This design comes from an exercise in tuning for small area on the open sky130 flow, not from production work. The RTL of this run was laid out without a check of its function.

--- design/flow/config.mk ---
export PLATFORM = sky130hd
export DESIGN_NAME = z
export DESIGN_NICKNAME = z
export VERILOG_FILES = /design/flow/design.v
export SDC_FILE = /design/flow/constraint.sdc
export NUM_CORES = 4
export LEC_CHECK = 0
export CAP_MARGIN = 20
export CORE_MARGIN = 2
export CORE_UTILIZATION = 40
export SLEW_MARGIN = 20
--- design/flow/constraint.sdc ---
create_clock -name core_clock -period 12.0 [get_ports {clk}]
set_input_delay 2.4000 -clock core_clock [delete_from_list [all_inputs] [get_ports {clk}]]
set_output_delay 2.4000 -clock core_clock [all_outputs]
set_load 0.01 [all_outputs]
--- design/flow/run.sh ---
#!/bin/bash
# synth_recipe.tcl (not shown) runs the flow's synth.tcl, then flattens the netlist and writes it again
# the make line also repeats each setting of config.mk as NAME=value (left out here)
make -C /OpenROAD-flow-scripts/flow DESIGN_CONFIG=/design/flow/config.mk WORK_HOME=/design/flow/orfs CLKGATE_MAP_FILE= SYNTH_SCRIPT=/design/flow/synth_recipe.tcl finish
--- design/flow/design.v ---
module Fmultiplier #(parameter BIAS = 127)(
    input clk,
    input reset_n,
    input [31:0] A,
    input [31:0] B,
    output reg exception,
    output reg [31:0] result
);
reg A_sign, B_sign;
reg [7:0] A_exponent, B_exponent;
reg [22:0] A_fraction, B_fraction;
reg [23:0] ta_fraction, tb_fraction;
reg [7:0] temp_exponent;
reg [47:0] frac_prod, temp_fraction, normed_prod;
reg carry_exp, normed_carry, product_round, overflow, underflow;
reg result_sign;
reg [7:0] result_exp;
reg [22:0] result_frac;
always @ (posedge clk) begin
    if (!reset_n) begin
        result <= result;
    end else begin
        A_sign = A[31];
        B_sign = B[31];
        A_exponent = A[30:23];
        B_exponent = B[30:23];
        A_fraction = A[22:0];
        B_fraction = B[22:0];
        result_sign = A[31] ^ B[31];
        if (A[30:0] == 31'b0) begin  
            result <= {result_sign, 31'b0};
            exception <= 1'b0;
        end else if (B[30:0] == 31'b0) begin  
            result <= {result_sign, 31'b0};
            exception <= 1'b0;
        end else if ((A_exponent == 8'b1) & (A_fraction != 23'b0)) begin  
            result <= 32'b1;
            exception <= 1'b1;
        end else if ((B_exponent == 8'b1) & (B_fraction != 23'b0)) begin  
            result <= 32'b1;
            exception <= 1'b1;
        end else begin  
            ta_fraction = (|A_exponent) ? {1'b1, A_fraction} : {1'b0, A_fraction};
            tb_fraction = (|B_exponent) ? {1'b1, B_fraction} : {1'b0, B_fraction};
            frac_prod = ta_fraction * tb_fraction;
            normed_carry = frac_prod[47] ? 1'b1 : 1'b0;
            normed_prod = normed_carry ? frac_prod : frac_prod << 1;
            product_round = |normed_prod[22:0];  
	        result_frac = normed_prod[46:24]  + (normed_prod[23] & product_round);
            {carry_exp, result_exp} = A_exponent + B_exponent - BIAS + normed_carry;
            overflow = carry_exp;
            underflow = (!carry_exp & !result_exp[7]);
            result <= {result_sign, result_exp, result_frac};
	        exception <= 1'b0;
	    end 
    end
end
endmodule
module Fadder_Fsubtractor(
    input clk,
    input [31:0] A,
    input [31:0] B,
    input reset_n,
    input IsSub,
    output reg [31:0] result
);
reg result_sign;
reg B_sign;
reg big_sign, small_sign;
reg [7:0] big_exponent, small_exponent;
reg [22:0] big_fraction, small_fraction;
reg [7:0] exponent_diff;
reg input_diff;
reg [23:0] ts_fraction, temp_fraction;
reg [7:0] temp_exponent;
reg right_shift;
reg [4:0] left_shift;
reg operator;
always @ (posedge clk) begin
    if (!reset_n) begin
        temp_fraction = 0;
        temp_exponent = 0;
    end else begin
        B_sign = B[31];
        operator = (IsSub & B_sign) ? 1'b0 : IsSub;  
        B_sign = (IsSub & B_sign) ? 1'b0 : B_sign; 
        B_sign = (!operator) ? B_sign : 1'b1;
        input_diff = ({A[30:23], A[22:0]} >= {B[30:23], B[22:0]}) ? 1'b1 : 1'b0;
        big_sign = (input_diff) ? A[31] : B_sign;
        big_exponent = (input_diff) ? A[30:23] : B[30:23];
        big_fraction = (input_diff) ? A[22:0] : B[22:0];
        small_sign = (input_diff) ? B_sign : A[31];
        small_exponent = (input_diff) ? B[30:23] : A[30:23];
        small_fraction = (input_diff) ? B[22:0] : A[22:0];
        result_sign = big_sign;
        if (big_sign == small_sign) begin
            big_sign = 1'b0;
            small_sign = 1'b0;
        end
        exponent_diff = big_exponent - small_exponent;
        ts_fraction = {1'b1, small_fraction};
        ts_fraction = ts_fraction >> exponent_diff;
        {right_shift, temp_fraction} = (big_sign == small_sign) ? {1'b1, big_fraction} + ts_fraction : {1'b1, big_fraction} - ts_fraction;
        temp_exponent = big_exponent;
        if (right_shift) begin
            temp_fraction = temp_fraction >> 1'b1;
            temp_exponent = temp_exponent + 1'b1;
        end else begin
            left_shift = 0;
            casex (temp_fraction)
                24'b1xxx_xxxx_xxxx_xxxx_xxxx_xxxx :	    begin
                                                            temp_fraction = temp_fraction;
                                                            left_shift = 5'd0;
                                                        end
                24'b01xx_xxxx_xxxx_xxxx_xxxx_xxxx :     begin
                                                            temp_fraction = temp_fraction << 1;
                                                            left_shift = 5'd1;
                                                        end
                24'b001x_xxxx_xxxx_xxxx_xxxx_xxxx : 	begin
                                                            temp_fraction = temp_fraction << 2;
                                                            left_shift = 5'd2;
                                                        end
                24'b0001_xxxx_xxxx_xxxx_xxxx_xxxx : 	begin
                                                            temp_fraction = temp_fraction << 3;
                                                            left_shift = 5'd3;
                                                        end
                24'b0000_1xxx_xxxx_xxxx_xxxx_xxxx : 	begin
                                                            temp_fraction = temp_fraction << 4;
                                                            left_shift = 5'd4;
                                                        end
                24'b0000_01xx_xxxx_xxxx_xxxx_xxxx : 	begin
                                                            temp_fraction = temp_fraction << 5;
                                                            left_shift = 5'd5;
                                                        end
                24'b0000_001x_xxxx_xxxx_xxxx_xxxx : 	begin
                                                            temp_fraction = temp_fraction << 6;
                                                            left_shift = 5'd6;
                                                        end
                24'b0000_0001_xxxx_xxxx_xxxx_xxxx : 	begin
                                                            temp_fraction = temp_fraction << 7;
                                                            left_shift = 5'd7;
                                                        end
                24'b0000_0000_1xxx_xxxx_xxxx_xxxx : 	begin
                                                            temp_fraction = temp_fraction << 8;
                                                            left_shift = 5'd8;
                                                        end
                24'b0000_0000_01xx_xxxx_xxxx_xxxx : 	begin
                                                            temp_fraction = temp_fraction << 9;
                                                            left_shift = 5'd9;
                                                        end
                24'b0000_0000_001x_xxxx_xxxx_xxxx : 	begin
                                                            temp_fraction = temp_fraction << 10;
                                                            left_shift = 5'd10;
                                                        end
                24'b0000_0000_0001_xxxx_xxxx_xxxx : 	begin
                                                            temp_fraction = temp_fraction << 11;
                                                            left_shift = 5'd11;
                                                        end
                24'b0000_0000_0000_1xxx_xxxx_xxxx : 	begin
                                                            temp_fraction = temp_fraction << 12;
                                                            left_shift = 5'd12;
                                                        end
                24'b0000_0000_0000_01xx_xxxx_xxxx : 	begin
                                                            temp_fraction = temp_fraction << 13;
                                                            left_shift = 5'd13;
                                                        end
                24'b0000_0000_0000_001x_xxxx_xxxx : 	begin
                                                            temp_fraction = temp_fraction << 14;
                                                            left_shift = 5'd14;
                                                        end
                24'b0000_0000_0000_0001_xxxx_xxxx  : 	begin
                                                            temp_fraction = temp_fraction << 15;
                                                            left_shift = 5'd15;
                                                        end
                24'b0000_0000_0000_0000_1xxx_xxxx : 	begin
                                                            temp_fraction = temp_fraction << 16;
                                                            left_shift = 5'd16;
                                                        end
                24'b0000_0000_0000_0000_01xx_xxxx : 	begin
                                                            temp_fraction = temp_fraction << 17;
                                                            left_shift = 5'd17;
                                                        end
                24'b0000_0000_0000_0000_001x_xxxx : 	begin
                                                            temp_fraction = temp_fraction << 18;
                                                            left_shift = 5'd18;
                                                        end
                24'b0000_0000_0000_0000_0001_xxxx : 	begin
                                                            temp_fraction = temp_fraction << 19;
                                                            left_shift = 5'd19;
                                                        end
                24'b0000_0000_0000_0000_0000_1xxx :	begin
                                                            temp_fraction = temp_fraction << 20;
                                                            left_shift = 5'd20;
                                                        end
                24'b0000_0000_0000_0000_0000_01xx : 	begin
                                                            temp_fraction = temp_fraction << 21;
                                                            left_shift = 5'd21;
                                                        end
                24'b0000_0000_0000_0000_0000_001x : 	begin
                                                            temp_fraction = temp_fraction << 22;
                                                            left_shift = 5'd21;
                                                        end
                24'b0000_0000_0000_0000_0000_0001 : 	begin
                                                            temp_fraction = temp_fraction << 23;
                                                            left_shift = 5'd22;
                                                        end
                default : 	                            begin
                                                            temp_fraction = temp_fraction;
                                                            left_shift = 5'd0;
                                                        end
            endcase
	        temp_exponent = temp_exponent - left_shift;
        end
    end
    result <= (A == B) ? 32'b0 : {result_sign, temp_exponent, temp_fraction[22:0]};
end
endmodule
module sum(
    input clk,
    input [31:0] x1, x2, x3,
    input [31:0] w1, w2, w3,
    output[31:0] out
);
wire [31:0] wx1;
wire [31:0] wx2;
wire [31:0] wx3;
wire [31:0] sum_wx1, sum_wx2;
wire [31:0] final_result;
reg  [31:0] wx3_d;
always @(posedge clk) begin
    wx3_d <= wx3;
end
Fmultiplier mult1(.clk(clk), .reset_n(1'b1), .A(w1), .B(x1), .result(wx1));
Fmultiplier mult2(.clk(clk), .reset_n(1'b1), .A(w2), .B(x2), .result(wx2));
Fmultiplier mult3(.clk(clk), .reset_n(1'b1), .A(w3), .B(x3), .result(wx3));
Fadder_Fsubtractor add3(.clk(clk), .reset_n(1'b1), .IsSub(1'b0), .A(wx1), .B(wx2), .result(sum_wx1));
Fadder_Fsubtractor add4(.clk(clk), .reset_n(1'b1), .IsSub(1'b0), .A(sum_wx1), .B(wx3_d), .result(final_result));
assign out = final_result;
endmodule
module z(
    input [31:0] x1, x2, x3,
    input [31:0] w1, w2, w3,
    input clk,
    output[31:0] out
);
wire [31:0] sum;
reg [31:0] x11, x22, x33, w11, w22, w33;
assign out = sum;
sum sm(.clk(clk), .x1(x11), .x2(x22), .x3(x33), .w1(w11), .w2(w22), .w3(w33), .out(sum));
always @(posedge clk) begin
    x11 <= x1;
    x22 <= x2;
    x33 <= x3;
    w11 <= w1;
    w22 <= w2;
    w33 <= w3;
end
endmodule
==> flow_metrics.env <==
export IMPL_status="finished clean"
export IMPL_first_global_vias=75730
export IMPL_drive_gt1_frac=0.06225
export IMPL_synth_edf_count=0
export IMPL_worstMarginPinSlew_ns=1.249
export IMPL_cp_slowest_cell="or2_2"
export IMPL_gp_congestion=0.9848
export IMPL_num_io_pins=225
export IMPL_cts_buffer_depth=3
export IMPL_critPathCaptureType="flip-flop"
export IMPL_gr_usage_met1=0.3501
export IMPL_fin_nets=12470
export IMPL_cts_sinks=384
export IMPL_crit_required_ns=12.59
export IMPL_num_vias=72340
export IMPL_rsz0062_at_grt="no"
export IMPL_cp_num_buf_inv=4
export IMPL_clk_pin_slew_ns=0.06
export IMPL_use_met2=0.4251
export IMPL_drtPass1Iterations=9
export IMPL_finalCriticalPeriod_ns=11.19
export IMPL_ys_ff_latch=384
export IMPL_synth_top_area_share=0.3437
export IMPL_critPathMostFrequentCell="fa_1"
export IMPL_r2r_slack_ns=0.81
export IMPL_ys_warn_count=4
export IMPL_maxCapViolCount=0
export IMPL_cts_root_buffer="clkbuf_16"
export IMPL_die_w_um=464.0
export IMPL_slew_viol_final=0
export IMPL_ant_nets=0
export IMPL_holdCritPathClass="reg -> reg"
export IMPL_crit_end="sm.mult2.result[20]"
export IMPL_synth_ff_type="dfxtp_1"
export IMPL_synth_cells=10050
export IMPL_yosysMostFrequentCell="inv_1"
export IMPL_syn_nets=12400
export IMPL_io_buffers=224
export IMPL_synthArstFlopShare=0
export IMPL_timing_rr_start="w22[27]"
export IMPL_hold_viol=0
export IMPL_finalSetupViolations=0
export IMPL_grt_use_met3=0.03638
export IMPL_busiest_layer="met2"
export IMPL_cts_tree="yes"
export IMPL_cts_htree_levels=2
export IMPL_netlist_area_um2=84620
export IMPL_die_area_um2=215300
export IMPL_clock_latency_ns=0.75
export IMPL_die_height_um=464.0
export IMPL_worstReg2RegEnd="sm.mult2.result[20]"
export IMPL_synth_common_cells="inv_1 (1642), nand2_1 (1561), fa_1 (1453)"
export IMPL_grt_pass1_wl_um=440800
export IMPL_antenna_found_initial=19
export IMPL_postSynthAreaPerCell_um2=8.418
export IMPL_n_fill_cell=20570
export IMPL_overflow=0
export IMPL_drc=0
export IMPL_fin_tns_setup_ns=0
export IMPL_synth_distinct_cells=118
export IMPL_fmax_ghz=0.08935
export IMPL_cp_max_fo=23
export IMPL_critical_path_top_delay_family="adder cells"
export IMPL_cp_startpoint="w22[27]"
export IMPL_fin_skew_ns=0.04871
export IMPL_track_usage=0.2602
export IMPL_cp_depth=38
export IMPL_synth_area_top_cells="fa_1 (34%), ha_1 (10%), dfxtp_1 (9.1%)"
export IMPL_initial_core_util=0.4030
export IMPL_finalWirelength_um=281100
export IMPL_rows=168
export IMPL_crit_type="reg -> reg"
export IMPL_vias_per_cell=5.570
export IMPL_ff2ff_path_depth=38
export IMPL_cp_data_arrival_time_ns=11.78
export IMPL_synth_top_cell_by_area="fa_1"
export IMPL_syn_to_final_growth_pct=9.846
export IMPL_core_um2=210000
export IMPL_hpwl_um=221700
export IMPL_drt_iter0_drc=5913
export IMPL_start_kind="flip-flop"
export IMPL_fin_crit_sh=0.9327
export IMPL_seq_area_frac_synth=0.09084
export IMPL_maxSlewHeadroom=0.1645
export IMPL_grt_max_degree=72
export IMPL_numCtsBuffers=54
export IMPL_wl_per_cell_um=21.64
export IMPL_worst_path_largest_cell_delay_ns=0.63
kinds of logic after synthesis:
kind of cell	after synthesis	share of synthesized area
compound gates	1536	0.1233
xor+xnor	323	0.03386
fa+ha+maj	2151	0.4469
buf+inv	2191	0.09862
flops	384	0.09084
mux	129	0.01918
simple gates	3339	0.1873
stage by stage:
| step | cell area [um2] | worst slack (ns) | hold WS (ns) | std cells | util |
|---|---|---|---|---|---|
| 2_1_floorplan | 84620 | 0.2399 | 0.3096 | 10050 | - |
| 3_3_place_gp | 90800 | 0.5909 | 0.3134 | 12870 | 0.4324 |
| 3_5_place_dp | 90810 | 0.4328 | 0.3128 | 12870 | 0.4324 |
| 4_1_cts | 92770 | 0.3765 | 0.3264 | 12970 | 0.4418 |
| 5_1_grt | 92940 | 0.02358 | 0.3289 | 12980 | 0.4426 |
| 6_report | 92950 | 0.8076 | 0.3271 | 12990 | 0.4427 |
layer usage:
layer	vias to the layer above	share of wire	wire, um
met5	-	0.00054	152
li1	32500	-	-
met3	526	0.072	20130
met4	12	0.041	11390
met1	36460	0.43	119900
met2	2839	0.46	129500
worst min-delay path by stage:
| stage | from | end | slack, ns | cells past startpoint |
|---|---|---|---|---|
| after global routing | sm.mult3.result[18] | sm.wx3_d[18] | 0.33 | 0 |
| final | sm.mult3.result[18] | sm.wx3_d[18] | 0.33 | 0 |
| after floorplan | sm.mult3.result[0] | sm.wx3_d[0] | 0.31 | 0 |
| after detailed placement | sm.mult3.result[18] | sm.wx3_d[18] | 0.31 | 0 |
| after global placement | sm.mult3.result[18] | sm.wx3_d[18] | 0.31 | 0 |
| after CTS | sm.mult3.result[18] | sm.wx3_d[18] | 0.33 | 0 |
cells in the final DEF (no fill, tap or decap), types with 48 or more instances in the layout:
cell	n
clkdlybuf4s50_1	224
clkbuf_16	55
ha_1	694
mux2i_1	80
nand2b_1	59
a221oi_1	53
a21oi_1	351
nor2_1	415
nor4_1	71
and2_1	601
a21o_1	109
nand2_1	1559
xor2_1	116
dfxtp_1	376
nor2b_1	48
nand4_1	70
a22oi_1	63
o21ai_0	303
a211oi_1	85
and3_1	51
nand3_1	145
o21a_1	48
fa_1	1453
a31oi_1	70
buf_4	336
inv_1	1641
xnor2_1	192
nor3_1	170
state kept, by name, indices dropped and copies added (netlist names):
register	cells
sm.add3.result	32
sm.add4.result	32
sm.mult1.result	32
sm.mult2.result	32
sm.mult3.result	32
sm.wx3_d	32
w11	32
w22	32
w33	32
x11	32
x22	32
x33	32
worst register-to-register path, delay by kind of cell, from the launching register on:
kind | cells | cell delay, ns
and+or+nand+nor | 11 | 2.88
adders and majority gates | 10 | 4.42
muxes | 1 | 0.31
AOI/OAI and AO/OA | 11 | 2.40
buffers and inverters | 4 | 0.49
DFF | 1 | 0.32
xor gates and xnor gates | 1 | 0.20
cell type report:
class,count,area (um2),share of cell area
clock inverters,32,442.9,0.004765
multi-input cells,7478,68770,0.7399
clock buffers,68,1515,0.01630
repair buffers,562,4800,0.05163
inverters,1645,6178,0.06647
well taps,2805,3510,0.03776
flip-flops and latches,384,7697,0.08281
diodes,14,35.03,0.0003769
repair_timing:
item / CTS / global route
gates resized for setup: 0 / 17
setup buffers: 0 / 5
setup endpoints to repair: 0 / 7
hold buffers: 0 / 0

port drivers added, routing unchanged:
How much do the figures lean on ideal ports? The routed layout below was timed once more, with nothing changed but the port constraints.
Step 1 assumes that a clkbuf_16 drives the clock port and a buf_2 every other input.
Step 2, shift: input delay + t, output delay - t, t = (earliest + latest rising clock arrival at the registers) / 2. This alone moves slack from input paths to output paths.
Slacks: ideal ports / drivers / drivers and shift; pairs: ideal ports / drivers.
shift t [ns]: 0.816
slack for setup (ns): 0.808 / 0.808 / 0.808
hold WS [ns]: 0.327 / 0.327 / 0.327
After both steps this run still meets setup and hold. For this run, drivers alone change the setup slack by 0.000 ns; drivers and shift together by 0.000 ns.
